Background: an optimization exercise with open tools, aiming at small area and a short achievable clock period. Do not read the settings as production practice.
RTL that was checked went through simulation tests only; none was proved equivalent to the original.
Power is estimated from default activity; no workload was simulated.

== the baseline ==
// fadd_sub
module fadd_sub(
  input  logic        clk_i,
  input  logic [31:0] operand_a,
  input  logic [31:0] operand_b,
  output logic [31:0] result_o
);
export LEC_CHECK = 0
export ABC_AREA = 1
export CAP_MARGIN = 20
export CORE_MARGIN = 2
export CORE_UTILIZATION = 40
export SLEW_MARGIN = 20
create_clock -name core_clock -period 12.0 [get_ports {clk_i}]
standard.sh (not shown) runs the stock make flow with config.mk's settings and CLKGATE_MAP_FILE= SYNTH_SCRIPT=/design/flow/synth_recipe.tcl, a recipe that flattens the netlist after the stock synthesis.
==> flow/flow/run.sh <==
#!/bin/bash
# Own layout flow: the standard ORFS flow (standard.sh), with these changes:
#  - ports are buffered with sky130_fd_sc_hd__buf_1 (which repair may upsize)
#    instead of the clkdlybuf4s50_1 that buffer_ports picks by default;
#  - repair_timing aims for a setup slack margin of MARGIN ns (flow/margin);
#  - if flow/abc.script exists, synthesis is the standard synthesis script
#    with that ABC script for the combinational mapping (flow/my_synth.tcl);
#    flip-flops are mapped before ABC runs, so registers are unchanged;
#  - any extra ORFS variables listed in flow/env (KEY=VALUE lines).
# Every tool's output goes to the ORFS logs under orfs/logs, and make's own
# output to standard.log in this folder.
set -euo pipefail
MARGIN=$(cat flow/margin 2>/dev/null || echo 5)
export BUFFER_PORTS_ARGS="-buffer_cell sky130_fd_sc_hd__buf_1"
if [[ -f flow/env ]]; then set -a; source flow/env; set +a; fi
EXTRA=()
if [[ -f flow/abc.script ]]; then
  export MY_ABC_SCRIPT="$PWD/flow/abc.script"
  EXTRA+=("SYNTH_SCRIPT=$PWD/flow/my_synth.tcl")
fi
bash standard.sh "${EXTRA[@]}" SETUP_SLACK_MARGIN=$MARGIN finish > standard.log 2>&1
==> flow/flow/abc.script <==
strash
dch
map -B 0.9 -D 4000
topo
stime -c
buffer -c
upsize -c -D 4000
dnsize -c -D 4000
==> flow/flow/env <==
CTS_ARGS="-sink_clustering_enable -repair_clock_nets -dont_use_dummy_load -buf_list sky130_fd_sc_hd__clkbuf_8"
==> flow/flow/margin <==
6.3
==> flow/flow/my_synth.tcl <==
# The standard synthesis script (synth_recipe.tcl), except that Yosys's abc
# step runs the ABC script named by MY_ABC_SCRIPT instead of ORFS's.
proc synth {args} { yosys synth -nofsm -noshare {*}$args }
proc abc {args} {
  set i [lsearch -exact $args -script]
  if {$i >= 0 && [info exists ::env(MY_ABC_SCRIPT)] && $::env(MY_ABC_SCRIPT) ne ""} {
    lset args [expr {$i + 1}] $::env(MY_ABC_SCRIPT)
  }
  yosys abc {*}$args
}
source $::env(SCRIPTS_DIR)/synth.tcl
# left out here: clear keep_hierarchy, flatten, clean up, hide names made inside functions, write 1_2_yosys.v
No stage failed in the baseline, and the final checks on the layout all came back clean.
Input-level comparison between the candidate and the baseline:
diff --git a/flow/design.v b/flow/design.v
--- a/flow/design.v
+++ b/flow/design.v
@@ -104,38 +104,38 @@
   wire fcp18 = fcp14 & fcp13;
   wire fcg19 = fcg16 | (fcp16 & fcg15);
   wire fcp19 = fcp16 & fcp15;
   wire fcg20 = fcg18 | (fcp18 & fcg17);
   wire fcp20 = fcp18 & fcp17;
   wire fcg21 = fcg19 | (fcp19 & fcg20);
   wire        f_gt = fcg21;    
   wire        a_gt_b = a_exp_gt | (exp_eq & f_gt);
-  wire [4:0]  ds = d[4:0] | {5{d[7:5] != 3'd0}};    
+  wire        zero = (d[7:5] != 3'd0);                      
   wire        sub = sa ^ sb;
   wire [23:0] m_big   = a_gt_b ? ma : mb;
   wire [23:0] m_small = a_gt_b ? mb_s : ma_s;
-  wire [23:0] sh1 = ds[0] ? {1'b0, m_small[23:1]} : m_small;
-  wire [23:0] sh2 = ds[1] ? {2'b0, sh1[23:2]} : sh1;
-  wire [23:0] sh4 = ds[2] ? {4'b0, sh2[23:4]} : sh2;
-  wire [23:0] sh8 = ds[3] ? {8'b0, sh4[23:8]} : sh4;
-  wire [23:0] sh16 = ds[4] ? {16'b0, sh8[23:16]} : sh8;
-  wire [23:0] y = sh16 ^ {24{sub}};
+  wire [23:0] sh1 = d[0] ? {1'b0, m_small[23:1]} : m_small;
+  wire [23:0] sh2 = d[1] ? {2'b0, sh1[23:2]} : sh1;
+  wire [23:0] sh4 = d[2] ? {4'b0, sh2[23:4]} : sh2;
+  wire [23:0] sh8 = d[3] ? {8'b0, sh4[23:8]} : sh4;
+  wire [23:0] sh16 = d[4] ? {16'b0, sh8[23:16]} : sh8;
+  wire [23:0] y = (zero ? 24'd0 : sh16) ^ {24{sub}};
   logic        r_sign, r_sub;
   logic [7:0]  r_exp;
-  logic [23:0] r_p, r_g;
+  logic [23:0] r_x, r_y;
   always_ff @(posedge clk_i) begin
     r_sign <= a_gt_b ? sa : sb;
     r_sub  <= sub;
     r_exp  <= a_gt_b ? ea : eb;
-    r_p    <= m_big ^ y;
-    r_g    <= m_big & y;
+    r_x    <= m_big;
+    r_y    <= y;
   end
-  wire [24:0] p = {r_p, 1'b0};
-  wire [24:0] g = {r_g, r_sub};
+  wire [24:0] p = {r_x ^ r_y, 1'b0};
+  wire [24:0] g = {r_x & r_y, r_sub};
   wire [24:0] s;    
   wire cg12 = g[1] | (p[1] & g[0]);
   wire cp12 = p[1] & p[0];
   wire cg13 = g[3] | (p[3] & g[2]);
   wire cp13 = p[3] & p[2];
   wire cg14 = g[5] | (p[5] & g[4]);
   wire cp14 = p[5] & p[4];
   wire cg15 = g[7] | (p[7] & g[6]);
Notes after the runs:
Overall routing resource usage: the candidate vs the baseline up 2.0 points
The area growth from synthesis to layout reported for the candidate is smaller than that of the baseline by 0.93 points.
Final standard cell area without fillers in the candidate is about 0.5% below the baseline.
The candidate and the baseline ended up with nearly the same post-synthesis mux area share.
Taking the baseline over the candidate, the sum of internal, switching and leakage power ratio works out to 0.853.
Against the baseline, the candidate reports a fraction of final layout cells with drive strength greater than 1 that is lower.
Hold slack on the candidate is down relative to the baseline.
Diff the candidate and the baseline: first-pass GRT wire length higher in the candidate
Of the two values seen for start-to-end type of the worst setup path, primary input to flop was produced by the baseline and flop to output pin by the candidate.
Comparing the baseline with the candidate, the die span in y came out essentially unchanged.
The synthesized cell count in the candidate was lower than what the baseline gave.
Only the layout flow was run in the baseline; the RTL was not checked for function there.

* * *

fadd_sub, a different RTL version from the one above (not shown whole).
Size in the first run: ~60 flip-flops, about 97 I/O pins, ~5700 µm² of cells after synthesis.
export LEC_CHECK = 0
export ABC_AREA = 1
export CAP_MARGIN = 20
export CORE_MARGIN = 2
export CORE_UTILIZATION = 40
export SLEW_MARGIN = 20
create_clock -name core_clock -period 12.0 [get_ports {clk_i}]
Scripts as last shown in full above: flow/flow/run.sh, flow/flow/abc.script, flow/flow/env, flow/flow/margin, flow/flow/my_synth.tcl
Rerun with:
--- a/flow/design.v
+++ b/flow/design.v
@@ -65,36 +65,32 @@
   wire        a_gt_b = a_exp_gt | (exp_eq & (operand_a[22:0] > operand_b[22:0]));
   wire        zero = (d[7:5] != 3'd0);                      
   wire        sub = sa ^ sb;
   wire [23:0] m_big   = a_gt_b ? ma : mb;
   wire [23:0] m_small = a_gt_b ? mb_s : ma_s;
   wire [23:0] sh1 = d[0] ? {1'b0, m_small[23:1]} : m_small;
   wire [23:0] sh2 = d[1] ? {2'b0, sh1[23:2]} : sh1;
   wire [23:0] sh4 = d[2] ? {4'b0, sh2[23:4]} : sh2;
   wire [23:0] sh8 = d[3] ? {8'b0, sh4[23:8]} : sh4;
+  wire [23:0] sh16 = d[4] ? {16'b0, sh8[23:16]} : sh8;
+  wire [23:0] y = (zero ? 24'd0 : sh16) ^ {24{sub}};
   logic        r_sign, r_sub;
   logic [7:0]  r_exp;
   logic [23:0] r_x, r_y;
-  logic [4:4] r_d;
-  logic        r_zero;
   always_ff @(posedge clk_i) begin
     r_sign <= a_gt_b ? sa : sb;
     r_sub  <= sub;
     r_exp  <= a_gt_b ? ea : eb;
     r_x    <= m_big;
-    r_y    <= sh8;
-    r_d    <= d[4:4];
-    r_zero <= zero;
+    r_y    <= y;
   end
-  wire [23:0] r_sh16 = r_d[4] ? {16'b0, r_y[23:16]} : r_y;
-  wire [23:0] y = (r_zero ? 24'd0 : r_sh16) ^ {24{r_sub}};
-  wire [24:0] p = {r_x ^ y, 1'b0};
-  wire [24:0] g = {r_x & y, r_sub};
+  wire [24:0] p = {r_x ^ r_y, 1'b0};
+  wire [24:0] g = {r_x & r_y, r_sub};
   wire [24:0] s;    
   wire cg12 = g[1] | (p[1] & g[0]);
   wire cp12 = p[1] & p[0];
   wire cg13 = g[3] | (p[3] & g[2]);
   wire cp13 = p[3] & p[2];
   wire cg14 = g[5] | (p[5] & g[4]);
   wire cp14 = p[5] & p[4];
   wire cg15 = g[7] | (p[7] & g[6]);
   wire cp15 = p[7] & p[6];
Die area grows slightly.
Worst setup slack gains 0.43 ns.
Power shrinks by about a fifth.
Non-clock buffer count shrinks by 43.
Utilization shrinks by 3.7 points.

==> port drivers added, routing unchanged <==
How much do the figures lean on ideal ports? The routed layouts below were timed once more, with nothing changed but the port constraints. Step 1 (the two cells are an assumption about what drives the block):
set clk [get_ports {clk_i}]
set_driving_cell -lib_cell sky130_fd_sc_hd__clkbuf_16 $clk
set_driving_cell -lib_cell sky130_fd_sc_hd__buf_2 [delete_from_list [all_inputs] $clk]
Step 2 adds t to the input delays and takes it off the output delays; t is the mean of the earliest and latest rising clock arrival at the registers after step 1. Input paths then give back, and output paths get back, about the clock's delay inside the block. Slacks: ideal / step 1 / step 2; pairs: ideal / step 1.
run	t (ns)	slack for setup (ns)	worst register clock-pin slew, ns
the baseline	0.337	6.499 / 6.480 / 6.169	0.05 / 0.05
the candidate	0.364	6.381 / 6.348 / 6.228	0.07 / 0.07
the first run of note 2	0.347	6.095 / 6.066 / 6.386	0.06 / 0.06
the second run of note 2	0.347	6.525 / 6.492 / 6.265	0.06 / 0.06
After both steps every run listed still meets setup and hold. For the baseline, which loses most, drivers alone change the setup slack by -0.019 ns; drivers and shift together by -0.330 ns.
